This design comes from an exercise in tuning for small area and a short achievable clock period on the open sky130 flow, not from production work.
Where RTL was checked, it was by simulation tests only, not by an equivalence proof against the original.

== run 5 ==
==> flow/design.v <==
module multiplier_bf16 (
    input  [15:0] A,
    input  [15:0] B,
    output [15:0] P
);
    wire [7:0] ea = A[14:7];
    wire [7:0] eb = B[14:7];
    wire       sign = A[15] ^ B[15];
    wire za = ~|ea;
    wire zb = ~|eb;
    wire ma = &ea;
    wire mb = &eb;
    wire na = ma & (|A[6:0]);
    wire nb = mb & (|B[6:0]);
    wire ia = ma & ~(|A[6:0]);
    wire ib = mb & ~(|B[6:0]);
    wire [7:0] x = {1'b1, A[6:0]};
    wire [7:0] y = {1'b1, B[6:0]};
    wire [8:0] s [0:7];
    wire [7:0] c [0:7];
    wire [15:0] mp;
    genvar i, j;
    generate
        for (i = 0; i < 8; i = i + 1) begin : r0
            assign s[0][i] = x[i] & y[0];
            assign c[0][i] = 1'b0;
        end
        assign s[0][8] = 1'b0;
        assign mp[0] = s[0][0];
        for (j = 1; j < 8; j = j + 1) begin : rows
            for (i = 0; i < 8; i = i + 1) begin : cols
                wire pp = x[i] & y[j];
                wire a1 = s[j-1][i+1];
                wire a2 = c[j-1][i];
                assign s[j][i] = pp ^ a1 ^ a2;
                assign c[j][i] = (pp & a1) | (pp & a2) | (a1 & a2);
            end
            assign s[j][8] = 1'b0;
            assign mp[j] = s[j][0];
        end
        wire [8:0] rc;
        assign rc[0] = 1'b0;
        for (i = 0; i < 8; i = i + 1) begin : fin
            wire a1 = s[7][i+1];
            wire a2 = c[7][i];
            assign mp[8+i] = a1 ^ a2 ^ rc[i];
            assign rc[i+1] = (a1 & a2) | (a1 & rc[i]) | (a2 & rc[i]);
        end
    endgenerate
    wire       nrm = mp[15];
    wire [6:0] m   = nrm ? mp[14:8] : mp[13:7];
    wire [8:0] t;
    wire [8:0] tc;
    assign tc[0] = nrm;
    generate
        for (i = 0; i < 8; i = i + 1) begin : ex
            assign t[i]    = ea[i] ^ eb[i] ^ tc[i];
            assign tc[i+1] = (ea[i] & eb[i]) | (ea[i] & tc[i]) | (eb[i] & tc[i]);
        end
    endgenerate
    assign t[8] = tc[8];
    wire       uf = ~t[8] & ~t[7];                         
    wire       of = t[8] & (t[7] | (&t[6:1]));            
    wire [7:0] e  = t[7:0] - 8'd127;
    assign P = (na | nb | (ia & zb) | (ib & za)) ? 16'h7F81 :
               (ia | ib)                        ? {sign, 8'hFF, 7'b0} :
               (za | zb | uf)                   ? {sign, 15'b0} :
               of                               ? {sign, 8'hFF, 7'b0} :
                                                  {sign, e, m};
endmodule
module adder_bf16 (
    input  [15:0] A,
    input  [15:0] B,
    output [15:0] S
);
    wire       sa = A[15];
    wire       sb = B[15];
    wire [7:0] ea = A[14:7];
    wire [7:0] eb = B[14:7];
    wire za = ~|ea;
    wire zb = ~|eb;
    wire ma = &ea;
    wire mb = &eb;
    wire na = ma & (|A[6:0]);
    wire nb = mb & (|B[6:0]);
    wire ia = ma & ~(|A[6:0]);
    wire ib = mb & ~(|B[6:0]);
    wire [15:0] gc;
    assign gc[0] = 1'b1;
    genvar i;
    generate
        for (i = 0; i < 15; i = i + 1) begin : cmp
            assign gc[i+1] = (A[i] & ~B[i]) | (A[i] & gc[i]) | (~B[i] & gc[i]);
        end
    endgenerate
    wire agb = gc[15];
    wire [14:0] big   = agb ? A[14:0] : B[14:0];
    wire [14:0] sml = agb ? B[14:0] : A[14:0];
    wire        sbig  = agb ? sa : sb;
    wire [7:0]  eg    = big[14:7];
    wire [7:0] d;
    wire [8:0] dc;
    assign dc[0] = 1'b1;
    generate
        for (i = 0; i < 8; i = i + 1) begin : ds
            assign d[i]    = eg[i] ^ ~sml[7+i] ^ dc[i];
            assign dc[i+1] = (eg[i] & ~sml[7+i]) | (eg[i] & dc[i]) | (~sml[7+i] & dc[i]);
        end
    endgenerate
    wire [9:0] xs = {1'b1, sml[6:0], 2'b00};
    wire [9:0] ys = (|d[7:4]) ? 10'd0 : (xs >> d[3:0]);
    wire [9:0] xb = {1'b1, big[6:0], 2'b00};
    wire       op = sa ^ sb;
    wire [9:0] yo = ys ^ {10{op}};
    wire [10:0] sc;
    wire [10:0] sum;
    assign sc[0] = op;
    generate
        for (i = 0; i < 10; i = i + 1) begin : ad
            assign sum[i]  = xb[i] ^ yo[i] ^ sc[i];
            assign sc[i+1] = (xb[i] & yo[i]) | (xb[i] & sc[i]) | (yo[i] & sc[i]);
        end
    endgenerate
    assign sum[10] = sc[10] & ~op;
    reg [3:0] lz;
    integer k;
    always @* begin
        lz = 4'd11;
        for (k = 0; k <= 10; k = k + 1)
            if (sum[k]) lz = 4'd10 - k[3:0];
    end
    wire [10:0] ns = sum << lz;
    wire [8:0]  ex = {1'b0, eg} + 9'd1 - {5'b0, lz};
    wire zero = ~|sum;
    wire uf   = ex[8] | ~|ex;
    wire of   = &ex[7:0];
    wire [15:0] nres = zero ? 16'h0000 :
                       uf   ? {sbig, 15'b0} :
                       of   ? {sbig, 8'hFF, 7'b0} :
                              {sbig, ex[7:0], ns[9:3]};
    assign S = (na | nb | (ia & ib & (sa ^ sb))) ? 16'h7F81 :
               ia        ? A :
               ib        ? B :
               (za & zb) ? {sa & sb, 15'b0} :
               za        ? B :
               zb        ? A :
                           nres;
endmodule
module bf16_mac_tree (
    input clk,
    input reset,
    input [15:0] in0, in1, in2, in3,
    input [15:0] in4, in5, in6, in7,
    input [15:0] in8, in9, in10, in11,
    input [15:0] in12, in13, in14, in15,
    output reg [15:0] out
);
    wire [15:0] prod[0:7];
    wire [15:0] sum[0:3];
    reg  [15:0] sum_reg[0:3];
    wire [15:0] s4, s5, final_sum;
    multiplier_bf16 m0 (.A(in0),  .B(in1),  .P(prod[0]));
    multiplier_bf16 m1 (.A(in2),  .B(in3),  .P(prod[1]));
    multiplier_bf16 m2 (.A(in4),  .B(in5),  .P(prod[2]));
    multiplier_bf16 m3 (.A(in6),  .B(in7),  .P(prod[3]));
    multiplier_bf16 m4 (.A(in8),  .B(in9),  .P(prod[4]));
    multiplier_bf16 m5 (.A(in10), .B(in11), .P(prod[5]));
    multiplier_bf16 m6 (.A(in12), .B(in13), .P(prod[6]));
    multiplier_bf16 m7 (.A(in14), .B(in15), .P(prod[7]));
    adder_bf16 a0 (.A(prod[0]), .B(prod[1]), .S(sum[0]));
    adder_bf16 a1 (.A(prod[2]), .B(prod[3]), .S(sum[1]));
    adder_bf16 a2 (.A(prod[4]), .B(prod[5]), .S(sum[2]));
    adder_bf16 a3 (.A(prod[6]), .B(prod[7]), .S(sum[3]));
    reg live;
    always @(posedge clk) begin
        sum_reg[0] <= sum[0];
        sum_reg[1] <= sum[1];
        sum_reg[2] <= sum[2];
        sum_reg[3] <= sum[3];
    end
    always @(posedge clk or posedge reset) begin
        if (reset) live <= 1'b0;
        else       live <= 1'b1;
    end
    adder_bf16 a4 (.A(sum_reg[0]), .B(sum_reg[1]), .S(s4));
    adder_bf16 a5 (.A(sum_reg[2]), .B(sum_reg[3]), .S(s5));
    adder_bf16 a6 (.A(s4), .B(s5), .S(final_sum));
    always @(posedge clk or posedge reset) begin
        if (reset)
            out <= 16'b0;
        else
            out <= live ? final_sum : 16'b0;
    end
endmodule
export LEC_CHECK = 0
export CAP_MARGIN = 20
export CORE_MARGIN = 2
export CORE_UTILIZATION = 40
export SLEW_MARGIN = 20
create_clock -name core_clock -period 46.0 [get_ports {clk}]
standard.sh (not shown) runs the stock make flow with config.mk's settings and CLKGATE_MAP_FILE= SYNTH_SCRIPT=/design/flow/synth_recipe.tcl, a recipe that flattens the netlist after the stock synthesis.
==> flow/flow/run.sh <==
#!/bin/bash
# Own layout flow: the standard flow, with an area-oriented ABC mapping and
# full-adder extraction only (no half adders) in the otherwise standard synthesis.
set -euo pipefail
W=$(pwd)
F=$W/flow
cat > $W/my_synth.tcl <<EOT
proc abc {args} {
  set i [lsearch -exact \$args -script]
  if {\$i >= 0} { set args [lreplace \$args [expr {\$i+1}] [expr {\$i+1}] $F/area.abc] }
  yosys abc {*}\$args
}
proc extract_fa {args} { yosys extract_fa -fa }
source $W/synth_recipe.tcl
EOT
bash standard.sh SYNTH_SCRIPT=$W/my_synth.tcl synth > $W/synth.log 2>&1
bash standard.sh > $W/layout.log 2>&1
==> flow/flow/area.abc <==
strash
dch
map -a
Per the final summary, run 5 finished and its layout is clean on timing, DRC and antenna.
What run 3 does differently from run 5 at the input level:
==> flow/run.sh (new file) <==
#!/bin/bash
# synth_recipe.tcl (not shown) runs the flow's synth.tcl, then flattens the netlist and writes it again
# the make line also repeats each setting of config.mk as NAME=value (left out here)
make -C /OpenROAD-flow-scripts/flow DESIGN_CONFIG=/design/flow/config.mk WORK_HOME=/design/flow/orfs CLKGATE_MAP_FILE= SYNTH_SCRIPT=/design/flow/synth_recipe.tcl finish
removed: flow/flow/run.sh
removed: flow/flow/area.abc
removed: flow/standard.sh
### Flow results
Between run 5 and run 3, the flow reports maximum number of pins on one net before global-route repair increasing by a few percent. Compared with run 5, in run 3 total die area saw an increase, wire length of the first global-routing pass moved up, area growth from synthesis to layout fell 2.6 points, maximum frequency now larger. The highest layer used for signal routing comes out met5 in one run and met4 in the other, namely in run 3 and run 5 respectively. Summary of run 3 over run 5: post-route fraction of the period consumed by the critical path fell by 3.5 points; starting utilization of the core area closely matched the old numbers; met1 track demand over resource in global routing decreased by 5.3 points relative to the old numbers.
Function was not checked in any run of this note: the RTL went through the layout flow alone.

---

Another version of the RTL of bf16_mac_tree (not shown whole).
Size: about 5800 cells after synthesis, about 160 flip-flops, roughly 35000 um2 of cells after synthesis.
==> flow/config.mk <==
export PLATFORM = sky130hd
export DESIGN_NAME = bf16_mac_tree
export DESIGN_NICKNAME = bf16_mac_tree
export VERILOG_FILES = /design/flow/design.v
export SDC_FILE = /design/flow/constraint.sdc
export NUM_CORES = 4
export LEC_CHECK = 0
export CAP_MARGIN = 20
export CORE_MARGIN = 2
export CORE_UTILIZATION = 60
export PLACE_DENSITY = 0.7
export SLEW_MARGIN = 20
==> flow/constraint.sdc <==
create_clock -name core_clock -period 46.0 [get_ports {clk}]
set_input_delay 9.2000 -clock core_clock [delete_from_list [all_inputs] [get_ports {clk}]]
set_output_delay 9.2000 -clock core_clock [all_outputs]
set_load 0.01 [all_outputs]
==> flow/flow/run.sh <==
#!/bin/bash
# Own layout flow: the standard flow with three changes.
#  - Synthesis keeps the module hierarchy until the final flatten (SYNTH_HIERARCHICAL=1),
#    maps with the ABC script flow/area.abc, and extracts full-adder
#    cells only inside multiplier_bf16 (no half adders, no adder cells elsewhere).
#  - Port buffers are sky130_fd_sc_hd__buf_1.
# Each step's full output goes to its own log in this folder.
set -euo pipefail
W=$(pwd)
F=$W/flow
cat > $W/my_synth.tcl <<EOT
proc abc {args} {
  set i [lsearch -exact \$args -script]
  if {\$i >= 0} { set args [lreplace \$args [expr {\$i+1}] [expr {\$i+1}] $F/area.abc] }
  yosys abc {*}\$args
}
proc extract_fa {args} { yosys extract_fa -fa multiplier_bf16 }
source $W/synth_recipe.tcl
EOT
bash standard.sh SYNTH_SCRIPT=$W/my_synth.tcl SYNTH_HIERARCHICAL=1 synth > $W/synth.log 2>&1
bash standard.sh "BUFFER_PORTS_ARGS=-buffer_cell sky130_fd_sc_hd__buf_1" > $W/layout.log 2>&1
==> flow/flow/area.abc <==
strash
dc2
dch
map -D 7000
Edit:
==> flow/flow/area.abc (replaced) <==
strash
dc2
dch
map -D 7000
topo
buffer -c
dnsize -c
--- a/flow/config.mk
+++ b/flow/config.mk
@@ -8,5 +8,4 @@
 export CAP_MARGIN = 20
 export CORE_MARGIN = 2
-export CORE_UTILIZATION = 60
-export PLACE_DENSITY = 0.7
+export CORE_UTILIZATION = 40
 export SLEW_MARGIN = 20
Setup slack is better by 0.53 ns.
Critical path depth stays the same.
Global-route usage decreases by 10 points.
Via count decreases by 2.2%.
Edit:
--- a/flow/flow/run.sh
+++ b/flow/flow/run.sh
@@ -2,5 +2,5 @@
 # Own layout flow: the standard flow with three changes.
 #  - Synthesis keeps the module hierarchy until the final flatten (SYNTH_HIERARCHICAL=1),
-#    maps with the ABC script flow/area.abc, and extracts full-adder
+#    maps with an area-oriented ABC script (flow/area.abc), and extracts full-adder
 #    cells only inside multiplier_bf16 (no half adders, no adder cells elsewhere).
 #  - Port buffers are sky130_fd_sc_hd__buf_1.
==> flow/flow/area.abc (replaced) <==
strash
dch
map -a
Outcome: Setup slack is worse by 2.5 ns; non-clock buffer count goes down by 2; wire length goes down by 0.63%; global-route usage goes down by 0.30 points; first-iteration DRC count goes down by 5.1%; via count stays flat; maximum frequency goes down by 11%.
Edit:
--- a/flow/flow/run.sh
+++ b/flow/flow/run.sh
@@ -2,5 +2,5 @@
 # Own layout flow: the standard flow with three changes.
 #  - Synthesis keeps the module hierarchy until the final flatten (SYNTH_HIERARCHICAL=1),
-#    maps with an area-oriented ABC script (flow/area.abc), and extracts full-adder
+#    maps with the ABC script flow/area.abc, and extracts full-adder
 #    cells only inside multiplier_bf16 (no half adders, no adder cells elsewhere).
 #  - Port buffers are sky130_fd_sc_hd__buf_1.
==> flow/flow/area.abc (replaced) <==
strash
dc2
dch
map -D 4000
Effect: Critical path depth fell by 88. Setup slack improved by 3.2 ns. Final cell count rose by roughly a tenth.
Edit:
==> flow/flow/area.abc (replaced) <==
strash
dc2
dch
map -D 7000
--- a/flow/config.mk
+++ b/flow/config.mk
@@ -9,3 +9,4 @@
 export CORE_MARGIN = 2
 export CORE_UTILIZATION = 40
+export CTS_BUF_LIST = sky130_fd_sc_hd__clkbuf_4 sky130_fd_sc_hd__clkbuf_8
 export SLEW_MARGIN = 20
What happened: Sequential cell count stays the same; cell area goes down by 11%; synthesized area came out lower by 11%; routed wire length is lower by 17%.
Edit:
--- a/flow/config.mk
+++ b/flow/config.mk
@@ -9,4 +9,3 @@
 export CORE_MARGIN = 2
 export CORE_UTILIZATION = 40
-export CTS_BUF_LIST = sky130_fd_sc_hd__clkbuf_4 sky130_fd_sc_hd__clkbuf_8
 export SLEW_MARGIN = 20
What happened: The changed run finished clean. Clock skew barely changes. Final area rose by about 0.5%. Routed wire length barely changes. Maximum frequency is about the same. Setup slack improves by 0.053 ns. Synthesized cell count stays the same.
No functional check of the RTL was part of any run of this note.

---

## main
bf16_mac_tree, a different RTL version from the one above (not shown whole).
Size in the first run: roughly 5,600 cells after synthesis, about 35,000 sq um of cells after synthesis.
Settings: LEC_CHECK=0, CAP_MARGIN=20, CORE_MARGIN=2, CORE_UTILIZATION=40, CTS_BUF_LIST=sky130_fd_sc_hd__clkbuf_4 sky130_fd_sc_hd__clkbuf_8, SLEW_MARGIN=20; clock period 46.0 ns.
==> flow/flow/run.sh <==
#!/bin/bash
# Own layout flow: the standard flow with these changes.
#  - Synthesis keeps the module hierarchy until the final flatten (SYNTH_HIERARCHICAL=1).
#  - Full-adder cells (no half adders) are extracted only in multiplier_bf16, whose logic
#    is not run through Yosys's "abc -fast" before extraction; the other modules are.
#  - ABC maps with flow/area.abc (a delay target plus buffering and down-sizing)
#    instead of ORFS's script, except the adders of tree levels 2 and 3
#    (adder_bf16 with LEVEL=2 or 3), which it maps with flow/level2.abc and
#    flow/level3.abc, scripts that trade some area for speed.
#  - Port buffers are sky130_fd_sc_hd__buf_1.
# Each step's full output goes to its own log in this folder.
set -euo pipefail
W=$(pwd)
F=$W/flow
head -1 $W/synth_recipe.tcl | grep -q '^proc synth {args} { yosys synth -nofsm -noshare {\*}$args }$'
cat > $W/my_synth.tcl <<EOT
proc abc {args} {
  set i [lsearch -exact \$args -script]
  set base [lreplace \$args \$i [expr {\$i+1}]]
  yosys abc {*}\$base -script $F/level3.abc {\$paramod*adder_bf16*LEVEL=*11}
  yosys abc {*}\$base -script $F/level2.abc {\$paramod*adder_bf16*LEVEL=*10}
  yosys abc {*}\$base -script $F/area.abc {\$paramod*adder_bf16*LEVEL=*01} multiplier_bf16 bf16_mac_tree
}
proc extract_fa {args} { yosys extract_fa -fa multiplier_bf16 }
proc synth {args} {
  if {[lsearch -exact \$args fine:] >= 0} {
    yosys synth -nofsm -noshare -noabc {*}\$args
    yosys abc -fast {\$paramod*adder_bf16*} bf16_mac_tree
    yosys opt -fast
  } else {
    yosys synth -nofsm -noshare {*}\$args
  }
}
EOT
tail -n +2 $W/synth_recipe.tcl >> $W/my_synth.tcl
bash standard.sh SYNTH_SCRIPT=$W/my_synth.tcl SYNTH_HIERARCHICAL=1 synth > $W/synth.log 2>&1
bash standard.sh "BUFFER_PORTS_ARGS=-buffer_cell sky130_fd_sc_hd__buf_1" > $W/layout.log 2>&1
==> flow/flow/area.abc <==
strash
dc2
dch
map -D 7000
topo
buffer -c
dnsize -c
==> flow/flow/level2.abc <==
strash
dc2
dch
map -D 5000
topo
buffer -c
upsize -c
dnsize -c
==> flow/flow/level3.abc <==
strash
dc2
dch
map
topo
buffer -c
upsize -c
dnsize -c
For the feature branch, these inputs were changed with respect to main:
- CTS_BUF_LIST no longer set, was sky130_fd_sc_hd__clkbuf_4 sky130_fd_sc_hd__clkbuf_8
--- a/flow/flow/run.sh
+++ b/flow/flow/run.sh
@@ -37 +37 @@
-bash standard.sh "BUFFER_PORTS_ARGS=-buffer_cell sky130_fd_sc_hd__buf_1" > $W/layout.log 2>&1
+bash standard.sh "BUFFER_PORTS_ARGS=-buffer_cell sky130_fd_sc_hd__buf_1" POST_RESIZE_TCL=$F/post_resize.tcl > $W/layout.log 2>&1
==> flow/flow/post_resize.tcl (new file) <==
repair_design -buffer_gain 4.0 -verbose
Of the feature branch and main, the feature branch shows the lower sequential share of layout area, with main above it.
Global-route usage: the feature branch vs main up 1.8 points
Measured against main, the final area of the feature branch comes out at 1.2 times the reference value.
Comparing the feature branch and main, the higher depth of the critical timing path with buffers and inverters included was measured on main.

[afterwards: timing with drivers on the ports]
In the flow no input, the clock included, has a driving cell. The finished layouts below were timed again as built, in two steps. Step 1 sets driving cells, clkbuf_16 on the clock port and buf_2 on the other inputs (assumed; they add their load-dependent delay and slew). Step 2, shift: input delay + t, output delay - t, t = (earliest + latest rising clock arrival at the registers) / 2. This alone moves slack from input paths to output paths. Slacks: ideal ports / drivers / drivers and shift; pairs: ideal ports / drivers.
| run | t (ns) | setup slack, ns | worst setup path at the end | cell pins on the clock port's net |
|---|---|---|---|---|
| run 5 | 0.424 | 12.848 / 12.868 / 12.443 | input to register | 1 |
| run 3 | 0.439 | 14.468 / 14.509 / 14.071 | input to register | 1 |
| the first run of note 2 | 0.536 | 25.787 / 25.734 / 26.130 | register to register | 1 |
| the second run of note 2 | 0.533 | 26.320 / 26.263 / 26.796 | register to output | 1 |
| the third run of note 2 | 0.548 | 23.803 / 23.803 / 23.803 | register to register | 1 |
| the fourth run of note 2 | 0.559 | 27.003 / 26.931 / 27.490 | register to output | 1 |
| the fifth run of note 2 | 0.602 | 25.693 / 25.627 / 26.229 | register to output | 1 |
| the sixth run of note 2 | 0.536 | 25.746 / 25.687 / 26.223 | register to output | 1 |
| main | 0.591 | 30.058 / 30.001 / 29.610 | input to register | 1 |
| the feature branch | 0.550 | 30.663 / 30.703 / 30.153 | input to register | 1 |
After both steps every run listed still meets setup and hold. For the feature branch, which loses most, drivers alone change the setup slack by +0.040 ns; drivers and shift together by -0.510 ns.
